Source: an optimization exercise on an open RTL-to-GDS flow (aim: small area and a short achievable clock period). Production flows keep margins and buffers that such runs may drop.
Only the layout flow was run in this run; the RTL was not checked for function there.

## flow/run.sh

```bash
#!/bin/bash
# synth_recipe.tcl (not shown) runs the flow's synth.tcl, then flattens the netlist and writes it again
# the make line also repeats each setting of config.mk as NAME=value (left out here)
make -C /OpenROAD-flow-scripts/flow DESIGN_CONFIG=/design/flow/config.mk WORK_HOME=/design/flow/orfs CLKGATE_MAP_FILE= SYNTH_SCRIPT=/design/flow/synth_recipe.tcl finish
```

## flow/config.mk

```make
export PLATFORM = sky130hd
export DESIGN_NAME = ppl_proc
export DESIGN_NICKNAME = ppl_proc
export VERILOG_FILES = /design/flow/design.v
export SDC_FILE = /design/flow/constraint.sdc
export NUM_CORES = 4
export LEC_CHECK = 0
export ABC_AREA = 1
export CAP_MARGIN = 20
export CORE_MARGIN = 2
export CORE_UTILIZATION = 40
export SETUP_SLACK_MARGIN = 5
export SLEW_MARGIN = 20
```

## flow/constraint.sdc

```tcl
create_clock -name core_clock -period 165.0 [get_ports {clk}]
set_input_delay 33.0000 -clock core_clock [delete_from_list [all_inputs] [get_ports {clk}]]
set_output_delay 33.0000 -clock core_clock [all_outputs]
set_load 0.01 [all_outputs]
```

## flow/design.v

```verilog
`timescale 1ns / 1ps
module ppl_proc #(
    parameter PREPARE_CYCLES = 3
) (
    input clk,
    input rst,
    input prepare_flag,
    input        [17:0] start_pos_x,
    input        [17:0] start_pos_y,
    input        [17:0] start_pos_z,
    input signed [19:0] ray_slope_x,
    input signed [19:0] ray_slope_y,
    input signed [19:0] ray_slope_z,
    input        [19:0] pixel_addr,
    input        [4:0] block_id,
    input        [3:0] block_cnt,
    output        [ 3:0] block_cnt_out,
    output signed [19:0] ray_slope_out_x,
    output signed [19:0] ray_slope_out_y,
    output signed [19:0] ray_slope_out_z,
    output        [17:0] end_pos_x,
    output        [17:0] end_pos_y,
    output        [17:0] end_pos_z,
    output [14:0] block_addr,
    output        next_en,
    output [19:0] pixel_addr_out,
    output [12:0] texture_addr
);
    reg [19:0] pix1, sx1, sy1, sz1;
    reg [17:0] px1, py1, pz1;
    reg [ 3:0] cnt1;
    always @(posedge clk or posedge rst) begin
        if (rst) begin
            pix1 <= 'b0; sx1 <= 'b0; sy1 <= 'b0; sz1 <= 'b0;
            px1 <= 'b0; py1 <= 'b0; pz1 <= 'b0; cnt1 <= 'b0;
        end else begin
            pix1 <= pixel_addr;
            sx1 <= ray_slope_x; sy1 <= ray_slope_y; sz1 <= ray_slope_z;
            px1 <= start_pos_x; py1 <= start_pos_y; pz1 <= start_pos_z;
            cnt1 <= block_cnt + 4'd1;
        end
    end
    function [4:0] edge_m(input [3:0] pm, input neg);
        edge_m = neg ? ((pm != 4'd0) ? {1'b0, pm} : 5'd16) : (5'd16 - {1'b0, pm});
    endfunction
    wire [4:0] mx = edge_m(px1[11:8], sx1[19]);
    wire [4:0] my = edge_m(py1[11:8], sy1[19]);
    wire [4:0] mz = edge_m(pz1[11:8], sz1[19]);
    wire [19:0] dx = sx1[19] ? -sx1 : sx1;
    wire [19:0] dy = sx1[19] ? -sy1 : sy1;
    wire [19:0] dz = sx1[19] ? -sz1 : sz1;
    function [25:0] idiv(input [4:0] m, input [19:0] d);
        reg [12:0] r;
        reg [12:0] q;
        reg [13:0] t;
        integer k;
        begin
            r = {m, 8'd0};
            for (k = 12; k >= 0; k = k - 1) begin
                t = {1'b0, r} - {1'b0, d[12:0] << k};
                q[k] = ((d >> (13 - k)) == 20'd0) & ~t[13];
                if (q[k]) r = t[12:0];
            end
            idiv = {q, r};
        end
    endfunction
    wire [25:0] ix = idiv(mx, dx);
    wire [25:0] iy = idiv(my, dy);
    wire [25:0] iz = idiv(mz, dz);
    wire zx = (sx1 == 20'd0);
    wire zy = (sy1 == 20'd0);
    wire zz = (sz1 == 20'd0);
    wire [12:0] vx = zx ? 13'h1fff : ix[25:13];
    wire [12:0] vy = zy ? 13'h1fff : iy[25:13];
    wire [12:0] vz = zz ? 13'h1fff : iz[25:13];
    wire        y_lt_x = vy < vx;
    wire [12:0] vmin = y_lt_x ? vy : vx;
    wire        z_lt = vz < vmin;
    wire [2:0]  mf = z_lt ? 3'b001 : (y_lt_x ? 3'b010 : 3'b100);
    reg [19:0] pix2, sx2, sy2, sz2;
    reg [17:0] px2, py2, pz2;
    reg [ 3:0] cnt2;
    reg [ 2:0] mf3;    
    always @(posedge clk or posedge rst) begin
        if (rst) begin
            pix2 <= 'b0; sx2 <= 'b0; sy2 <= 'b0; sz2 <= 'b0;
            px2 <= 'b0; py2 <= 'b0; pz2 <= 'b0; cnt2 <= 'b0;
            mf3 <= 'b0;
        end else begin
            pix2 <= pix1; sx2 <= sx1; sy2 <= sy1; sz2 <= sz1;
            px2 <= px1; py2 <= py1; pz2 <= pz1; cnt2 <= cnt1;
            mf3 <= mf;
        end
    end
    reg [19:0] pix3, sx3, sy3, sz3;
    reg [17:0] px3, py3, pz3;
    reg [ 3:0] cnt3;
    reg [ 4:0] bnx3, bny3, bnz3;
    wire [4:0] bx2 = px2[16:12], by2 = py2[16:12], bz2 = pz2[16:12];
    always @(posedge clk or posedge rst) begin
        if (rst) begin
            pix3 <= 'b0; sx3 <= 'b0; sy3 <= 'b0; sz3 <= 'b0;
            px3 <= 'b0; py3 <= 'b0; pz3 <= 'b0; cnt3 <= 'b0;
            bnx3 <= 'b0; bny3 <= 'b0; bnz3 <= 'b0;
        end else begin
            pix3 <= pix2; sx3 <= sx2; sy3 <= sy2; sz3 <= sz2;
            px3 <= px2; py3 <= py2; pz3 <= pz2; cnt3 <= cnt2;
            bnx3 <= mf[2] ? (sy2[19] ? bx2 - 5'd1 : bx2 + 5'd1) : bx2;
            bny3 <= mf[1] ? (sy2[19] ? by2 - 5'd1 : by2 + 5'd1) : by2;
            bnz3 <= mf[0] ? (sy2[19] ? bz2 - 5'd1 : bz2 + 5'd1) : bz2;
        end
    end
    wire [19:0] dsel = ({20{mf3[2]}} & dx) | ({20{mf3[1]}} & dy) | ({20{mf3[0]}} & dz);
    wire [12:0] rsel = ({13{mf3[2]}} & ix[12:0]) | ({13{mf3[1]}} & iy[12:0]) | ({13{mf3[0]}} & iz[12:0]);
    wire [12:0] asel = ({13{mf3[2]}} & ix[25:13]) | ({13{mf3[1]}} & iy[25:13]) | ({13{mf3[0]}} & iz[25:13]);
    wire        zsel = (mf3[2] & zx) | (mf3[1] & zy) | (mf3[0] & zz);
    function [21:0] fstep(input [20:0] r, input [19:0] d, input integer w);
        reg [21:0] t;
        reg fit;
        begin
            t = {r[19:0], 1'b0} - {2'b0, d};
            fit = ~t[21];
            if (w < 20) fit = fit & ((d >> (w + 1)) == 20'd0);
            fstep = {fit, fit ? t[20:0] : {r[19:0], 1'b0}};
        end
    endfunction
    localparam KS = 11;
    reg [20:0] fr;
    reg [KS-1:0] fh;
    reg [21:0] fo;
    integer fi;
    always @(*) begin
        fr = {8'd0, rsel};
        for (fi = 0; fi < KS; fi = fi + 1) begin
            fo = fstep(fr, dsel, 13 + fi);
            fh[KS-1-fi] = fo[21];
            fr = fo[20:0];
        end
    end
    wire [19:0] u3 = mf3[2] ? sy3 : sx3;
    wire [19:0] v3 = mf3[0] ? sy3 : sz3;
    wire [17:0] pu3 = mf3[2] ? py3 : px3;
    wire [17:0] pv3 = mf3[0] ? py3 : pz3;
    wire cu = zsel & ~u3[19] & (u3 != 20'd0);
    wire cv = zsel & ~v3[19] & (v3 != 20'd0);
    reg [19:0] pix4, sx4, sy4, sz4;
    reg [ 3:0] cnt4;
    reg [ 2:0] mf4;
    reg [14:0] baddr4;
    reg        border4;
    reg [12:0] a4;
    reg [KS-1:0] fh4;
    reg [19:0] fr4, d4;
    reg [17:0] pu4, pv4;
    always @(posedge clk or posedge rst) begin
        if (rst) begin
            pix4 <= 'b0; sx4 <= 'b0; sy4 <= 'b0; sz4 <= 'b0;
            cnt4 <= 'b0; mf4 <= 'b0; baddr4 <= 'b0; border4 <= 'b0;
            a4 <= 'b0; fh4 <= 'b0; fr4 <= 'b0; d4 <= 'b0; pu4 <= 'b0; pv4 <= 'b0;
        end else begin
            pix4 <= pix3; sx4 <= sx3; sy4 <= sy3; sz4 <= sz3;
            cnt4 <= cnt3; mf4 <= mf3;
            baddr4 <= {bnx3, bny3, bnz3};
            border4 <= (bnx3 == 5'd0) || (bny3 == 5'd0) || (bnz3 == 5'd0);
            a4 <= zsel ? 13'd0 : asel;
            fh4 <= zsel ? {KS{1'b0}} : fh;
            fr4 <= zsel ? 20'd0 : fr[19:0];
            d4 <= zsel ? 20'h80000 : dsel;
            pu4 <= pu3 - {17'd0, cu};
            pv4 <= pv3 - {17'd0, cv};
        end
    end
    reg [20:0] gr;
    reg [19-KS:0] fl;
    reg [21:0] go;
    integer gi;
    always @(*) begin
        gr = {1'b0, fr4};
        for (gi = KS; gi < 20; gi = gi + 1) begin
            go = fstep(gr, d4, 20);
            fl[19-gi] = go[21];
            gr = go[20:0];
        end
    end
    wire [32:0] q4 = {a4, fh4, fl};
    wire [19:0] u4 = mf4[2] ? sy4 : sx4;
    wire [19:0] v4 = mf4[0] ? sy4 : sz4;
    wire signed [37:0] mu = $signed(u4) * $signed({1'b0, q4});
    wire signed [37:0] mv = $signed(v4) * $signed({1'b0, q4});
    wire [37:0] tu = {pu4, 20'd0} + mu;
    wire [37:0] tv = {pv4, 20'd0} + mv;
    wire [17:0] eu = tu[37:20];
    wire [17:0] ev = tv[37:20];
    wire [17:0] ex4 = mf4[2] ? {1'b0, baddr4[14:10], 12'd0} : eu;
    wire [17:0] ey4 = mf4[1] ? {1'b0, baddr4[9:5], 12'd0} : (mf4[2] ? eu : ev);
    wire [17:0] ez4 = mf4[0] ? {1'b0, baddr4[4:0], 12'd0} : ev;
    reg [19:0] pix5, sx5, sy5, sz5;
    reg [17:0] ex5, ey5, ez5;
    reg [ 3:0] cnt5;
    reg [ 3:0] tx5, ty5;
    reg        border5;
    reg [14:0] baddr5;
    assign block_addr = baddr5;
    always @(posedge clk or posedge rst) begin
        if (rst) begin
            pix5 <= 'b0; sx5 <= 'b0; sy5 <= 'b0; sz5 <= 'b0;
            ex5 <= 'b0; ey5 <= 'b0; ez5 <= 'b0; cnt5 <= 'b0;
            tx5 <= 'b0; ty5 <= 'b0; border5 <= 'b0; baddr5 <= 'b0;
        end else begin
            pix5 <= pix4; sx5 <= sx4; sy5 <= sy4; sz5 <= sz4;
            ex5 <= ex4; ey5 <= ey4; ez5 <= ez4; cnt5 <= cnt4;
            tx5 <= mf4[2] ? ey4[11:8] : ex4[11:8];
            ty5 <= (mf4[2] | mf4[1]) ? ez4[11:8] : ey4[11:8];
            border5 <= border4; baddr5 <= baddr4;
        end
    end
    reg [19:0] pix6, sx6, sy6, sz6;
    reg [17:0] ex6, ey6, ez6;
    reg [ 3:0] cnt6;
    reg        border6;
    always @(posedge clk or posedge rst) begin
        if (rst) begin
            pix6 <= 'b0; sx6 <= 'b0; sy6 <= 'b0; sz6 <= 'b0;
            ex6 <= 'b0; ey6 <= 'b0; ez6 <= 'b0; cnt6 <= 'b0; border6 <= 'b0;
        end else begin
            pix6 <= pix5; sx6 <= sx5; sy6 <= sy5; sz6 <= sz5;
            ex6 <= ex5; ey6 <= ey5; ez6 <= ez5; cnt6 <= cnt5; border6 <= border5;
        end
    end
    assign pixel_addr_out  = prepare_flag ? 20'b0 : pix6;
    assign ray_slope_out_x = prepare_flag ? 20'b0 : sx6;
    assign ray_slope_out_y = prepare_flag ? 20'b0 : sy6;
    assign ray_slope_out_z = prepare_flag ? 20'b0 : sz6;
    assign texture_addr    = prepare_flag ? 13'b0 : {block_id, ty5, tx5};
    assign end_pos_x       = prepare_flag ? 18'b0 : ex6;
    assign end_pos_y       = prepare_flag ? 18'b0 : ey6;
    assign end_pos_z       = prepare_flag ? 18'b0 : ez6;
    assign block_cnt_out   = prepare_flag ? 4'b0 : cnt6;
    assign next_en         = prepare_flag | (block_id != 5'd0) | border6;
endmodule
```

==> run notes <==
-- cells in the final DEF (no fill, tap or decap), drive strengths merged, types with 5 or more instances in the layout --
cell type         n
nand2          2657
inv            2235
nor2           1010
fa              983
dfrtp           936
ha              874
a21oi           714
o21ai           630
nand3           545
xor2            408
clkdlybuf4s50   311
xnor2           220
buf             140
clkbuf          136
o21bai           99
or2              75
nor3             63
and2             59
nand4            58
a21o             39
nand3b           38
o22ai            38
clkinv           38
a31oi            31
a21boi           31
a211oi           28
nor4             22
o31ai            20
o211ai           19
o21a             18
o221ai           10
bufinv            9
o2111ai           7
and3              5
o221a             5
a221oi            5
-- metal layers --
layer  part of all wire  up-vias  routed length, microns  GRT usage
li1                   -    38600                       -          -
met1               0.41    39200                  130000      0.324
met2               0.46     2534                  148000      0.421
met3              0.068      627                   21500     0.0404
met4              0.058        0                   18500      0.124
met5                  0        -                       0          0
-- final timing paths --
| path | startpoint | endpoint |
|---|---|---|
| setup / recovery | prepare_flag | ray_slope_out_y[4] |
| hold / removal | ez5[14] | ez6[14] |
| min in group asynchronous | rst | pix6[3] |
| setup reg to reg | sz1[0] | fr4[0] |
| max in group asynchronous | rst | sx1[19] |
| hold reg to reg | ez5[14] | ez6[14] |
-- cell type report --
type	count	area, sq um
clock inverter	37	613
clock buffer	136	2650
fill	24400	135000
tap	3202	4010
multi-input combinational	8733	64600
inverter	2247	8440
sequential	936	23400
antenna	3	7.51
timing repair buffer	451	4190
-- cell usage after synthesis, types with 57 or more instances --
master,count
nand4_1,57
xor2_1,408
dfrtp_1,936
nand3_1,522
fa_1,983
ha_1,874
xnor2_1,220
or2_2,65
o21ai_0,553
nand2_1,2624
inv_1,2195
nor2_1,995
clkbuf_1,253
o21ai_1,62
o21bai_1,97
nor3_1,61
and2_1,59
a21oi_1,710
-- metrics by stage --
| stage | hold slack, ns | setup WS, ns | instances |
|---|---|---|---|
| 3_5_place_dp | 0.335 | 96.99 | 15600 |
| 5_1_grt | 0.321 | 91.99 | 15700 |
| 3_3_place_gp | 0.331 | 97.00 | 15600 |
| 2_1_floorplan | 0.331 | 98.12 | 12300 |
| 6_report | 0.318 | 97.13 | 15700 |
| 4_1_cts | 0.314 | 96.99 | 15700 |
-- logic make-up (layout without fill, tap and decap cells) --
logic type	count (synthesis)	count (layout)
AOI/OAI and AO/OA	1704	1704
DFF	936	936
adders and majority gates	1857	1857
and+or+nand+nor	4540	4540
muxes	1	1
other	1	6
buffers and inverters	2604	2871
xor gates and xnor gates	628	628
-- worst max-delay path, stage by stage --
cell	delay, ns
buf_6	0.34
buf_4	0.55
buf_12	0.30
nor2_1	0.09
clkdlybuf4s50_1	0.50
==> flow_summary.yaml <==
critical_path:
  cp_max_fo: 60
  cp.required_ns: 132.00
  rrSetupSlack_ns: 99.23
  start_kind: "input pin"
  endpoint_kind: "primary output"
  r2r_cells: 377
  arrival_ns: 34.87
  critPathKind: "input pin to primary output"
synth:
  synth_top_area_cell: "dfrtp_1"
  synth_edf_count: 0
  syn_area_per_cell_sq_um: 7.99
  synth_fa_ha_area_frac: 0.312
  synthMuxAreaShare: 0.000102
  syn_inst: 12300
  yosysUniqueCellTypes: 74
  ys_seq_elements: 936
  synth_top_area_share: 0.239
  synth_ff_type: "dfrtp_1"
  synthArstFlopShare: 1.00
  yosysWarnings: 1
  synthSimpleGateAreaFrac: 0.193
  synth_area_leaders: "dfrtp_1, fa_1, ha_1"
  synth_top_family_by_area: "adder cells"
  syn_area_sq_mm: 0.0980
  synth_compound_area_frac: 0.0975
  synth-xor-area-share: 0.0561
  yosysSeqAreaShare: 0.239
timing:
  fin_setup_tns_ns: 0
  rsz0062_at_grt: "false"
  setup_violations: 0
  tightestPinTransition_ns: 1.18
  slew_violations: 0
  fmax_ghz: 0.0147
  maxSlewHeadroom: 0.202
  skew_ns: 0.0753
  hold_viol: 0
  period_needed_ns: 67.87
  period_share: 0.411
final_layout:
  area_growth_pct: 10.2
  fin_util: 0.444
  drive_above_1_share: 0.0416
  final_nets: 14500
  design_area_sq_mm: 0.108
placement:
  gp_congestion: 0.958
  dpl-instance-area_sq_mm: 0.105
  post-dp-hpwl_mm: 254
  port_buffers: 312
detailed_routing:
  wl_mm: 318
  avgViaCountPerCell: 5.14
  post_drt_wl_per_cell_microns: 20.2
  drtPass1Iterations: 6
  route.detailed.drc: 0
  vias: 81000
  detail-route-antenna-nets: 0
  drt_iter0_drc: 5922
cts:
  ctsHoldBuffers: 0
  cts_resized: 0
  cts_setup_buffers: 0
  clk_latency_ns: 0.75
  cts_buffers: 94
  path_clk_slew_ns: 0.06
  cts_buffer_depth: 3
  numClockSinks: 936
  htreeDepth: 3
  ctsRootBufferMaster: "clkbuf_16"
  cts_tree: "yes"
floorplan:
  die_h_microns: 499
  core-area_sq_mm: 0.243
  initial_core_util: 0.403
  dieArea_sq_mm: 0.249
  die_x_microns: 499
  ios: 313
  num_rows: 181
grt:
  grt_use_total: 0.255
  grt_pass1_vias: 80000
  grt_pass1_wl_mm: 482
  grt-ovfl-total: 0
  grt_max_degree: 176
  antenna_found_initial: 7
worst_hold_path:
  hold_depth: 0
  hold_path.class: "register to register"
run_status:
  outcome: "finished clean"
flow_run:
  max_cap_viol_count: 0

==> afterwards: timing with drivers on the ports <==
The results above use ideal ports. As a check the final layout listed here was re-extracted and re-timed, cells and wires unchanged. Step 1 (the two cells are an assumption about what drives the block):
set clk [get_ports {clk}]
set_driving_cell -lib_cell sky130_fd_sc_hd__clkbuf_16 $clk
set_driving_cell -lib_cell sky130_fd_sc_hd__buf_2 [delete_from_list [all_inputs] $clk]
Step 2 also shifts input and output timing later by t, the mid clock arrival at the registers, as if the neighbouring blocks saw the same clock. a / b / c = ideal ports / drivers / drivers and shift; a / b = the first two.
shift t [ns]: 0.783
slack for setup (ns): 97.134 / 97.097 / 97.097
hold WS [ns]: 0.318 / 0.318 / 0.318
pins driven straight from the clock port: 1
After both steps this run still meets setup and hold. For this run, drivers alone change the setup slack by -0.037 ns; drivers and shift together by -0.037 ns.
